Source: an optimization exercise on an open RTL-to-GDS flow (aim: a short achievable clock period and few clock cycles). Production flows keep margins and buffers that such runs may drop.
RTL that was checked went through simulation tests only; none was proved equivalent to the original.
Power and IR drop assume default switching activity.

==> inputs of job 8156 <==
==> flow/design.v (excerpt) <==
module avion_cpu #(
    parameter ADDRESS_WIDTH = 6,
    parameter DATA_WIDTH = 10
)(
    input clk,
    input rst,
    output reg [DATA_WIDTH-1:0] MDRIn,
    output reg RAMWr,
    output reg [ADDRESS_WIDTH-1:0] MAR,
    input [DATA_WIDTH-1:0] MDROut,
    output reg [5:0] PC,
    output reg halted
);
localparam OP_LOD = 4'd0, OP_STO = 4'd1, OP_ADD = 4'd2, OP_SUB = 4'd3,
           OP_MUL = 4'd4, OP_DIV = 4'd5, OP_JMP = 4'd6, OP_JMZ = 4'd7,
           OP_NOP = 4'd8, OP_HLT = 4'd9;
function is_dop(input [3:0] o);    
    is_dop = (o == OP_LOD) | (o == OP_ADD) | (o == OP_SUB) | (o == OP_MUL) | (o == OP_DIV);
endfunction
function is_las(input [3:0] o);    
    is_las = (o == OP_LOD) | (o == OP_ADD) | (o == OP_SUB);
endfunction
reg [9:0]  cd [0:63];    
reg [63:0] cv;           
reg [63:0] rq;           
reg [5:0] fpc;           
reg [5:0] fpc1, fpc2;    
reg [63:0] foh;          
reg [9:0] acc;
reg       s2v;           
reg [5:0] a0, a1;        
reg [63:0] oh0, oh1;     
reg       u0, u1;        
reg       cb;            
reg [1:0] ct0, ct1;      
reg       cwe;           
reg       cst;           
reg       csr;           
reg       csl;           
reg [5:0] csa;           
reg       cb1;           
reg [1:0] cjz;           
reg [5:0] cja;           
reg       cmul, cdiv, chlt;
reg       cmd1;          
reg       clod0;         
reg       rdv;           
reg       rdk;           
reg       flv;           
reg       flk;
reg [5:0] fla;
reg       oqv0, oqv1;    
reg [5:0] oqa0, oqa1;
reg [5:0] pp;            
reg        mdb;          
reg [9:0]  opr;
reg        dnrm;         
reg [10:0] dr;           
reg [10:0] ds;           
reg [9:0]  dqq;          
reg [2:0]  dn;           
function [63:0] dec6(input [5:0] x);
    begin
        dec6 = 64'd0;
        dec6[x] = 1'b1;
    end
endfunction
function [9:0] ks_add(input [9:0] a, input [9:0] b, input ci);
    reg [9:0] g, p, gg, pp_;
    integer d, b_;
    begin
        g = a & b; p = a ^ b;
        g[0] = g[0] | (p[0] & ci);
        gg = g; pp_ = p;
        for (d = 1; d < 10; d = d * 2)
            for (b_ = 9; b_ >= d; b_ = b_ - 1) begin
                gg[b_]  = gg[b_] | (pp_[b_] & gg[b_ - d]);
  ...
clock: 20.0 ns
lec_check: 0
cap_margin: 20
core_margin: 2
core_utilization: 40
slew_margin: 20
standard.sh (not shown) runs the stock make flow with config.mk's settings and CLKGATE_MAP_FILE= SYNTH_SCRIPT=/design/flow/synth_recipe.tcl, a recipe that flattens the netlist after the stock synthesis.
==> flow/flow/run.sh <==
#!/bin/bash
set -euo pipefail
bash standard.sh SETUP_SLACK_MARGIN=${MARGIN:-14.5} finish > standard_flow.log 2>&1
==> job 251 (differences from job 8156) <==
--- a/flow/design.v
+++ b/flow/design.v
@@ -78,10 +78,26 @@
                 pp_[b_] = pp_[b_] & pp_[b_ - d];
             end
         ks_add = p ^ {gg[8:0], ci};
     end
 endfunction
+function [11:0] ks_sub11(input [10:0] a, input [10:0] b);
+    reg [10:0] g, p, gg, pp_, bn;
+    integer d, b_;
+    begin
+        bn = ~b;
+        g = a & bn; p = a ^ bn;
+        g[0] = g[0] | p[0];
+        gg = g; pp_ = p;
+        for (d = 1; d < 11; d = d * 2)
+            for (b_ = 10; b_ >= d; b_ = b_ - 1) begin
+                gg[b_]  = gg[b_] | (pp_[b_] & gg[b_ - d]);
+                pp_[b_] = pp_[b_] & pp_[b_ - d];
+            end
+        ks_sub11 = {gg[10], p ^ {gg[9:0], 1'b1}};
+    end
+endfunction
 reg [9:0] w0, w1, w2, w3, e0r, e1r;
 reg       cf0, cf1, cf2, cf3, cva0, cva1;
 integer i;
 always @(*) begin
     w0 = 10'd0; w1 = 10'd0; w2 = 10'd0; w3 = 10'd0; e0r = 10'd0; e1r = 10'd0;
@@ -116,12 +132,14 @@
 wire [9:0] cc  = {(xb[8:0] & t0[8:0]) | (xb[8:0] & t1[8:0]) | (t0[8:0] & t1[8:0]), ct0[1]};
 wire [9:0] sum = ks_add(cs, cc, ct1[1]);
 wire [9:0] mo  = cmd1 ? e1 : e0;                      
 wire [9:0] mb  = (cmd1 & clod0) ? e0 : acc;           
 wire       dz  = (mo == 10'd0);
-wire       ge1 = (mb >= mo);
-wire       ge2 = ({1'b0, mb} >= {mo, 1'b0});
+wire [11:0] cg1 = ks_sub11({1'b0, mb}, {1'b0, mo});
+wire [11:0] cg2 = ks_sub11({1'b0, mb}, {mo, 1'b0});
+wire       ge1 = cg1[11];
+wire       ge2 = cg2[11];
 wire       dfast = dz | ~ge2;
 function [3:0] msb10(input [9:0] x);
     integer b;
     begin
         msb10 = 4'd0;
@@ -130,18 +148,21 @@
 endfunction
 wire [3:0] kd  = msb10(dr[9:0]) - msb10(opr);             
 wire [2:0] kc  = kd[3:1];                                 
 wire [3:0] ksh = {kc, 1'b1};                              
 reg [10:0] x1, x2, y1;
+reg [11:0] sb1, sb2;
 reg [9:0]  q3;
 always @(*) begin
     q3 = {dqq[7:0], 2'b00};
-    x1 = dr;
-    if (x1 >= ds) begin x1 = x1 - ds; q3[1] = 1'b1; end
+    sb1 = ks_sub11(dr, ds);
+    q3[1] = sb1[11];
+    x1 = sb1[11] ? sb1[10:0] : dr;
     y1 = {1'b0, ds[10:1]};
-    x2 = x1;
-    if (x2 >= y1) begin x2 = x2 - y1; q3[0] = 1'b1; end
+    sb2 = ks_sub11(x1, y1);
+    q3[0] = sb2[11];
+    x2 = sb2[11] ? sb2[10:0] : x1;
 end
 wire md_first = run & (cmul | cdiv) & ~mdb & ~s2_miss;
 wire md_start = md_first & (cmul | ~dfast);
 wire md_done  = mdb & (cmul | (~dnrm & (dn == 3'd0)));
 wire s2_busy  = s2_miss | md_start | (mdb & ~md_done);
==> flow/flow/run.sh (replaced) <==
#!/bin/bash
set -euo pipefail
bash standard.sh ADDER_MAP_FILE= SETUP_SLACK_MARGIN=${MARGIN:-14.5} finish > standard_flow.log 2>&1
- CORE_UTILIZATION: 40 -> 30
- PLACE_DENSITY: not set -> 0.45
==> key figures <==
Synthesis
  – Top post-synthesis cells by area: edfxtp_1 23%, dfxtp_1 8.9%, a221oi_1 8.4%
  – Cell with the most instances after synthesis: nand2_1
  – Xor and xnor area share after synthesis: 2.33%
  – Mapped Cells: 10.6k

Floorplanning
  – Row count: 177
  – Initial Util: 40.3%

Status
  – Stop stage: 5_1_grt
  – Status: aborted with a tool error
  – Err: [ERROR GRT-0116] Global routing finished with congestion. Check the congestion regions in the DRC Viewer.

GRT
  – Met3 global-route usage: 72.6%

Placement
  – Dpl cells: 13.1k
Source of the figures above: job 8156

==> key figures <==
Synthesis
  – Cell with the most instances after synthesis: clkbuf_1
  – Top post-synthesis cells by area: edfxtp_1 23%, a221oi_1 9.2%, dfxtp_1 9.0%
  – Xor and xnor area share after synthesis: 2.71%
  – Mapped Cells: 10.5k
  – Part of the Yosys area used for sequential elements: 32.3%

Status
  – Status: aborted with a tool error
  – Err: [ERROR GRT-0232] Routing congestion too high. Check the congestion heatmap in the GUI.
  – Stop stage: 5_1_grt

Floorplanning
  – Initial Util: 30.2%
  – Row count: 203

CTS
  – Clk buf depth: 4

Placement
  – Dpl cells: 14.0k

GRT
  – Met3 global-route usage: 50.9%
Source of the figures above: job 251

Testbench counts of job 8156, summed over its fixed seeds: cycles 20,942.
Testbench counts of job 251, summed over its fixed seeds: cycles 20,942.

========
==> 10-17 <==
Another version of the RTL of avion_cpu (not shown whole).
// avion_cpu
module avion_cpu #(
    parameter ADDRESS_WIDTH = 6,
    parameter DATA_WIDTH = 10
)(
    input clk,
    input rst,
    output reg [DATA_WIDTH-1:0] MDRIn,
    output reg RAMWr,
    output reg [ADDRESS_WIDTH-1:0] MAR,
    input [DATA_WIDTH-1:0] MDROut,
    output reg [5:0] PC,
    output reg halted
);
==> module avion_cpu, before the edit <==
module avion_cpu #(
    parameter ADDRESS_WIDTH = 6,
    parameter DATA_WIDTH = 10
)(
    input clk,
    input rst,
    output reg [DATA_WIDTH-1:0] MDRIn,
    output reg RAMWr,
    output reg [ADDRESS_WIDTH-1:0] MAR,
    input [DATA_WIDTH-1:0] MDROut,
    output reg [5:0] PC,
    output reg halted
);
localparam OP_LOD = 4'd0, OP_STO = 4'd1, OP_ADD = 4'd2, OP_SUB = 4'd3,
           OP_MUL = 4'd4, OP_DIV = 4'd5, OP_JMP = 4'd6, OP_JMZ = 4'd7,
           OP_HLT = 4'd9;
reg [9:0]  cd [0:63];    
reg [63:0] cv;           
reg [63:0] rq;           
reg [5:0] fpc;           
reg       s2v;           
reg [9:0] s2ir;
reg [5:0] s2pc1;         
reg [9:0] acc;
reg       rdv;           
reg       flv;           
reg [5:0] fla;
reg        mdb;          
reg [1:0]  mdph;
reg [9:0]  opr;
reg [9:0]  dq;           
reg [10:0] drem;         
reg [2:0]  dcnt;
wire [3:0] op  = s2ir[9:6];
wire [5:0] ea  = s2ir[5:0];
wire       run = s2v & ~halted;
wire       uses_opnd = run & (op == OP_LOD || op == OP_ADD || op == OP_SUB ||
                              op == OP_MUL || op == OP_DIV);
wire [9:0] opnd  = cd[ea];
wire       opnd_ok = cv[ea];
wire       s2_miss = uses_opnd & ~opnd_ok & ~mdb;
wire       is_md = (op == OP_MUL || op == OP_DIV);
reg [10:0] r1, r2;
reg [9:0]  q1, q2;
always @(*) begin
    r1 = {drem[9:0], dq[9]};
    q1 = {dq[8:0], 1'b0};
    if (r1 >= {1'b0, opr}) begin r1 = r1 - {1'b0, opr}; q1[0] = 1'b1; end
    r2 = {r1[9:0], q1[9]};
    q2 = {q1[8:0], 1'b0};
    if (r2 >= {1'b0, opr}) begin r2 = r2 - {1'b0, opr}; q2[0] = 1'b1; end
end
wire md_done = mdb & ((s2ir[9:6] == OP_MUL) ? 1'b1 : (dcnt == 3'd4));
wire s2_busy = s2_miss | (run & is_md & ~md_done);    
wire sto     = run & (op == OP_STO);
wire jmz_tk  = run & (op == OP_JMZ) & (acc == 10'd0);
wire hlt     = run & (op == OP_HLT);
wire       byp   = sto & (ea == fpc);
wire [9:0] fw    = byp ? acc : cd[fpc];
wire       f_hit = byp | cv[fpc];
wire       f_jmp = (fw[9:6] == OP_JMP);
wire [63:0] need = ~(cv | rq);
wire        d2   = s2_miss & need[ea];
wire        d1   = ~halted & ~f_hit & need[fpc];
wire [127:0] need2 = {need, need} >> fpc;
reg  [5:0]  pfo;
reg         pfv;
integer k;
always @(*) begin
    pfo = 6'd0; pfv = 1'b0;
    for (k = 63; k >= 0; k = k - 1)
        if (need2[k]) begin pfo = k[5:0]; pfv = 1'b1; end
end
wire [5:0] pfa = fpc + pfo;
always @(posedge clk) begin
    if (rst) begin
        cv <= 64'd0; rq <= 64'd1;
        fpc <= 6'd0; s2v <= 1'b0; s2ir <= 10'd0; s2pc1 <= 6'd0; acc <= 10'd0;
        MAR <= 6'd0; RAMWr <= 1'b0; MDRIn <= 10'd0; rdv <= 1'b1; flv <= 1'b0; fla <= 6'd0;
        halted <= 1'b0; PC <= 6'd0;
        mdb <= 1'b0; mdph <= 2'd0; dcnt <= 3'd0;
    end else begin
        flv <= rdv; fla <= MAR;
        if (flv && !cv[fla]) begin cd[fla] <= MDROut; cv[fla] <= 1'b1; end
        RAMWr <= 1'b0; rdv <= 1'b0;
        if (sto) begin
            cd[ea] <= acc; cv[ea] <= 1'b1; rq[ea] <= 1'b1;
            MAR <= ea; RAMWr <= 1'b1; MDRIn <= acc;
        end else if (d2) begin
            MAR <= ea; rdv <= 1'b1; rq[ea] <= 1'b1;
        end else if (d1) begin
            MAR <= fpc; rdv <= 1'b1; rq[fpc] <= 1'b1;
        end else if (pfv) begin
            MAR <= pfa; rdv <= 1'b1; rq[pfa] <= 1'b1;
        end
        if (run && !s2_busy) begin
            case (op)
                OP_LOD: acc <= opnd;
                OP_ADD: acc <= acc + opnd;
                OP_SUB: acc <= acc - opnd;
                OP_MUL: acc <= acc * opr;
                OP_DIV: acc <= (opr == 10'd0) ? 10'd0 : q2;
                default: ;
            endcase
        end
        if (hlt) begin halted <= 1'b1; PC <= s2pc1; end
        if (run && is_md && !s2_miss) begin
            if (!mdb) begin
                mdb <= 1'b1; opr <= opnd; dq <= acc; drem <= 11'd0; dcnt <= 3'd0;
            end else if (md_done) begin
                mdb <= 1'b0;
            end else begin
                dq <= q2; drem <= r2; dcnt <= dcnt + 3'd1;
            end
        end
        if (!s2_busy && !halted) begin
            if (jmz_tk) begin
                fpc <= ea; s2v <= 1'b0;
            end else if (f_hit && !hlt) begin
                fpc <= f_jmp ? fw[5:0] : fpc + 6'd1;
                s2v <= ~f_jmp; s2ir <= fw; s2pc1 <= fpc + 6'd1;
            end else begin
                s2v <= 1'b0;
            end
        end
    end
end
endmodule
Settings: LEC_CHECK=0, CAP_MARGIN=20, CORE_MARGIN=2, CORE_UTILIZATION=40, SLEW_MARGIN=20; clock period 20.0 ns.
run.sh (not shown) runs the stock make flow with config.mk's settings and CLKGATE_MAP_FILE= SYNTH_SCRIPT=/design/flow/synth_recipe.tcl, a recipe that flattens the netlist after the stock synthesis.
Stock flow here: none of the scripts above is used.
==> inputs of 02-25, as changes to 10-17 <==
==> flow/design.v (replaced) <==
module avion_cpu #(
    parameter ADDRESS_WIDTH = 6,
    parameter DATA_WIDTH = 10
)(
    input clk,
    input rst,
    output reg [DATA_WIDTH-1:0] MDRIn,
    output reg RAMWr,
    output reg [ADDRESS_WIDTH-1:0] MAR,
    input [DATA_WIDTH-1:0] MDROut,
    output reg [5:0] PC,
    output reg halted
);
localparam OP_LOD = 4'd0, OP_STO = 4'd1, OP_ADD = 4'd2, OP_SUB = 4'd3,
           OP_MUL = 4'd4, OP_DIV = 4'd5, OP_JMP = 4'd6, OP_JMZ = 4'd7,
           OP_HLT = 4'd9;
function is_dop(input [3:0] o);    
    is_dop = (o == OP_LOD) | (o == OP_ADD) | (o == OP_SUB) | (o == OP_MUL) | (o == OP_DIV);
endfunction
reg [9:0]  cd [0:63];    
reg [63:0] cv;           
reg [63:0] rq;           
reg [5:0] fpc;           
reg       s2v;           
reg [9:0] s2ir;
reg [9:0] acc;
reg       rdv;           
reg       flv;           
reg [5:0] fla;
reg       oqv;           
reg [5:0] oqa;
reg [5:0] pp;            
reg        mdb;          
reg [9:0]  opr;
reg [9:0]  dq;           
reg [10:0] drem;         
reg [2:0]  dcnt;
wire [3:0] op  = s2ir[9:6];
wire [5:0] ea  = s2ir[5:0];
wire       run = s2v & ~halted;
wire       uses_opnd = run & is_dop(op);
wire [9:0] opnd  = cd[ea];
wire       s2_miss = uses_opnd & ~cv[ea] & ~mdb;
wire       is_mul = (op == OP_MUL);
wire       is_div = (op == OP_DIV);
wire       dz  = (opnd == 10'd0);
wire       ge1 = (acc >= opnd);
wire       ge2 = ({1'b0, acc} >= {opnd, 1'b0});
wire       dfast = dz | ~ge2;
reg [10:0] r1, r2;
reg [9:0]  q1, q2;
always @(*) begin
    r1 = {drem[9:0], dq[9]};
    q1 = {dq[8:0], 1'b0};
    if (r1 >= {1'b0, opr}) begin r1 = r1 - {1'b0, opr}; q1[0] = 1'b1; end
    r2 = {r1[9:0], q1[9]};
    q2 = {q1[8:0], 1'b0};
    if (r2 >= {1'b0, opr}) begin r2 = r2 - {1'b0, opr}; q2[0] = 1'b1; end
end
wire [2:0] lzp = acc[9:8] != 2'd0 ? 3'd0 :
                 acc[7:6] != 2'd0 ? 3'd1 :
                 acc[5:4] != 2'd0 ? 3'd2 :
                 acc[3:2] != 2'd0 ? 3'd3 : 3'd4;
wire md_first = run & (is_mul | is_div) & ~mdb & ~s2_miss;
wire md_start = md_first & (is_mul | ~dfast);
wire md_done  = mdb & (is_mul | (dcnt == 3'd4));
wire s2_busy  = s2_miss | md_start | (mdb & ~md_done);
wire sto      = run & (op == OP_STO);
wire jmz_tk   = run & (op == OP_JMZ) & (acc == 10'd0);
wire hlt2     = run & (op == OP_HLT);
wire [5:0] fpc1  = fpc + 6'd1;
wire       byp0  = sto & (ea == fpc);
wire       byp1  = sto & (ea == fpc1);
wire [9:0] w0    = byp0 ? acc : cd[fpc];
wire [9:0] w1    = byp1 ? acc : cd[fpc1];
wire       h0    = byp0 | cv[fpc];
wire       h1    = byp1 | cv[fpc1];
wire       j0    = (w0[9:6] == OP_JMP);
wire       fold  = h1 & (w1[9:6] == OP_JMP) & (w0[9:6] != OP_HLT) &
                   ~((w0[9:6] == OP_STO) & (w0[5:0] == fpc1));
wire       hlt1  = h0 & (w0[9:6] == OP_HLT) & ~(run & ((op == OP_STO) | (op == OP_JMZ)));
wire       halt_now = ~halted & (hlt2 | hlt1);
wire [63:0] need = ~(cv | rq);
wire        d2   = s2_miss & need[ea];
wire        d1   = ~halted & ~h0 & need[fpc];
wire        o1   = oqv & need[oqa];
wire        p1   = need[pp];
always @(posedge clk) begin
    if (rst) begin
        cv <= 64'd0; rq <= 64'd1;
        fpc <= 6'd0; s2v <= 1'b0; s2ir <= 10'd0; acc <= 10'd0;
        MAR <= 6'd0; RAMWr <= 1'b0; MDRIn <= 10'd0; rdv <= 1'b1; flv <= 1'b0; fla <= 6'd0;
        oqv <= 1'b0; oqa <= 6'd0; pp <= 6'd1;
        halted <= 1'b0; PC <= 6'd0;
        mdb <= 1'b0; dcnt <= 3'd0;
    end else begin
        flv <= rdv; fla <= MAR;
        if (flv && !cv[fla]) begin cd[fla] <= MDROut; cv[fla] <= 1'b1; end
        if (flv && is_dop(MDROut[9:6])) begin oqv <= 1'b1; oqa <= MDROut[5:0]; end
        else if (o1) oqv <= 1'b0;
        RAMWr <= 1'b0; rdv <= 1'b0;
        if (sto) begin
            cd[ea] <= acc; cv[ea] <= 1'b1; rq[ea] <= 1'b1;
            MAR <= ea; RAMWr <= 1'b1; MDRIn <= acc;
        end else if (d2) begin
            MAR <= ea; rdv <= 1'b1; rq[ea] <= 1'b1;
        end else if (d1) begin
            MAR <= fpc; rdv <= 1'b1; rq[fpc] <= 1'b1;
        end else if (o1) begin
            MAR <= oqa; rdv <= 1'b1; rq[oqa] <= 1'b1;
        end else if (p1) begin
            MAR <= pp; rdv <= 1'b1; rq[pp] <= 1'b1; pp <= pp + 6'd1;
        end else begin
            pp <= pp + 6'd1;
        end
        if (run && !s2_busy) begin
            case (op)
                OP_LOD: acc <= opnd;
                OP_ADD: acc <= acc + opnd;
                OP_SUB: acc <= acc - opnd;
                OP_MUL: acc <= acc * opr;
                OP_DIV: acc <= mdb ? q2 : {9'd0, ge1 & ~dz};
                default: ;
            endcase
        end
        if (halt_now) begin halted <= 1'b1; PC <= hlt2 ? fpc : fpc1; end
        if (md_start) begin
            mdb <= 1'b1; opr <= opnd;
            dq <= acc << {lzp, 1'b0}; drem <= 11'd0; dcnt <= lzp;
        end else if (md_done) begin
            mdb <= 1'b0;
        end else if (mdb) begin
            dq <= q2; drem <= r2; dcnt <= dcnt + 3'd1;
        end
        if (!s2_busy && !halted) begin
            if (jmz_tk) begin
                fpc <= ea; s2v <= 1'b0;
            end else if (h0 && !hlt2) begin
                fpc <= j0 ? w0[5:0] : fold ? w1[5:0] : fpc1;
                s2v <= ~j0; s2ir <= w0;
            end else begin
                s2v <= 1'b0;
            end
        end
    end
end
endmodule
==> flow/flow/run.sh (new file) <==
#!/bin/bash
set -euo pipefail
bash standard.sh SETUP_SLACK_MARGIN=${MARGIN:-14.5} finish > standard_flow.log 2>&1
==> flow/standard.sh (new file) <==
#!/bin/bash
# synth_recipe.tcl (not shown) runs the flow's synth.tcl, then flattens the netlist and writes it again
# the make line also repeats each setting of config.mk as NAME=value (left out here)
make -C /OpenROAD-flow-scripts/flow DESIGN_CONFIG=/design/flow/config.mk WORK_HOME=/design/flow/orfs CLKGATE_MAP_FILE= SYNTH_SCRIPT=/design/flow/synth_recipe.tcl "${@:-finish}"
removed: flow/run.sh
==> qor summary <==
| quantity | 10-17 | 02-25 |
|---|---|---|
| Depth of the worst hold-timing path | 2 | 1 |
| Synth top area share | 32.4% | 31.4% |
| Simple-gate share of the synthesized area | 9.91% | 11.1% |
| PnR worst setup slack | 11.06 ns | 14.43 ns |
| Setup WS pre-CTS | 11.40 ns | 12.74 ns |
| Result of the run | complete, no violations | complete, no violations |
| Top fanout value on the critical path | 61 | 76 |
| Count of fill cells added during filler insertion | 14.4k | 14.4k |
| Number of post-CTS setup repair buffers | 0 | 63 |
| End of the worst register-to-register path | rq[33] | rq[62] |
| Floorplan row count | 144 | 146 |
| First-pass detailed-route iteration total | 6 | 8 |
| CP peak stage delay | 0.87 ns | 0.56 ns |
| Count of cell instances traversed by the critical path | 25 | 6 |
| GP Congestion | 1.02 | 1.07 |
| Area occupied by multi-input gates | 0.0355 mm^2 | 0.0382 mm^2 |
| Flop and latch count out of synthesis | 879 | 886 |
| Cells after Synth | 5232 | 5668 |
| Share of total power in the clock network | 24.1% | 22.1% |
| Synth cell types | 92 | 87 |
| Portion of the layout cell area used by clock cells | 4.82% | 4.74% |
No run of this note included a check of the RTL's function; only the layout flow was run.

-- port drivers added, routing unchanged --
No port has a modelled driver above. Below, the same layouts with a new extraction and two added sets of constraints. Step 1 sets driving cells, clkbuf_16 on the clock port and buf_2 on the other inputs (assumed; they add their load-dependent delay and slew). Step 2 also shifts input and output timing later by t, the mid clock arrival at the registers, as if the neighbouring blocks saw the same clock. Slacks: no drivers / after step 1 / after step 2; pairs: no drivers / after step 1.
run | t, ns | setup WS [ns] | pins driven straight from the clock port
10-17 | 0.822 | 11.064 / 11.064 / 11.064 | 1
02-25 | 0.847 | 14.432 / 14.461 / 13.618 | 1
After both steps every run listed still meets setup and hold. For 02-25, which loses most, drivers alone change the setup slack by +0.029 ns; drivers and shift together by -0.814 ns.
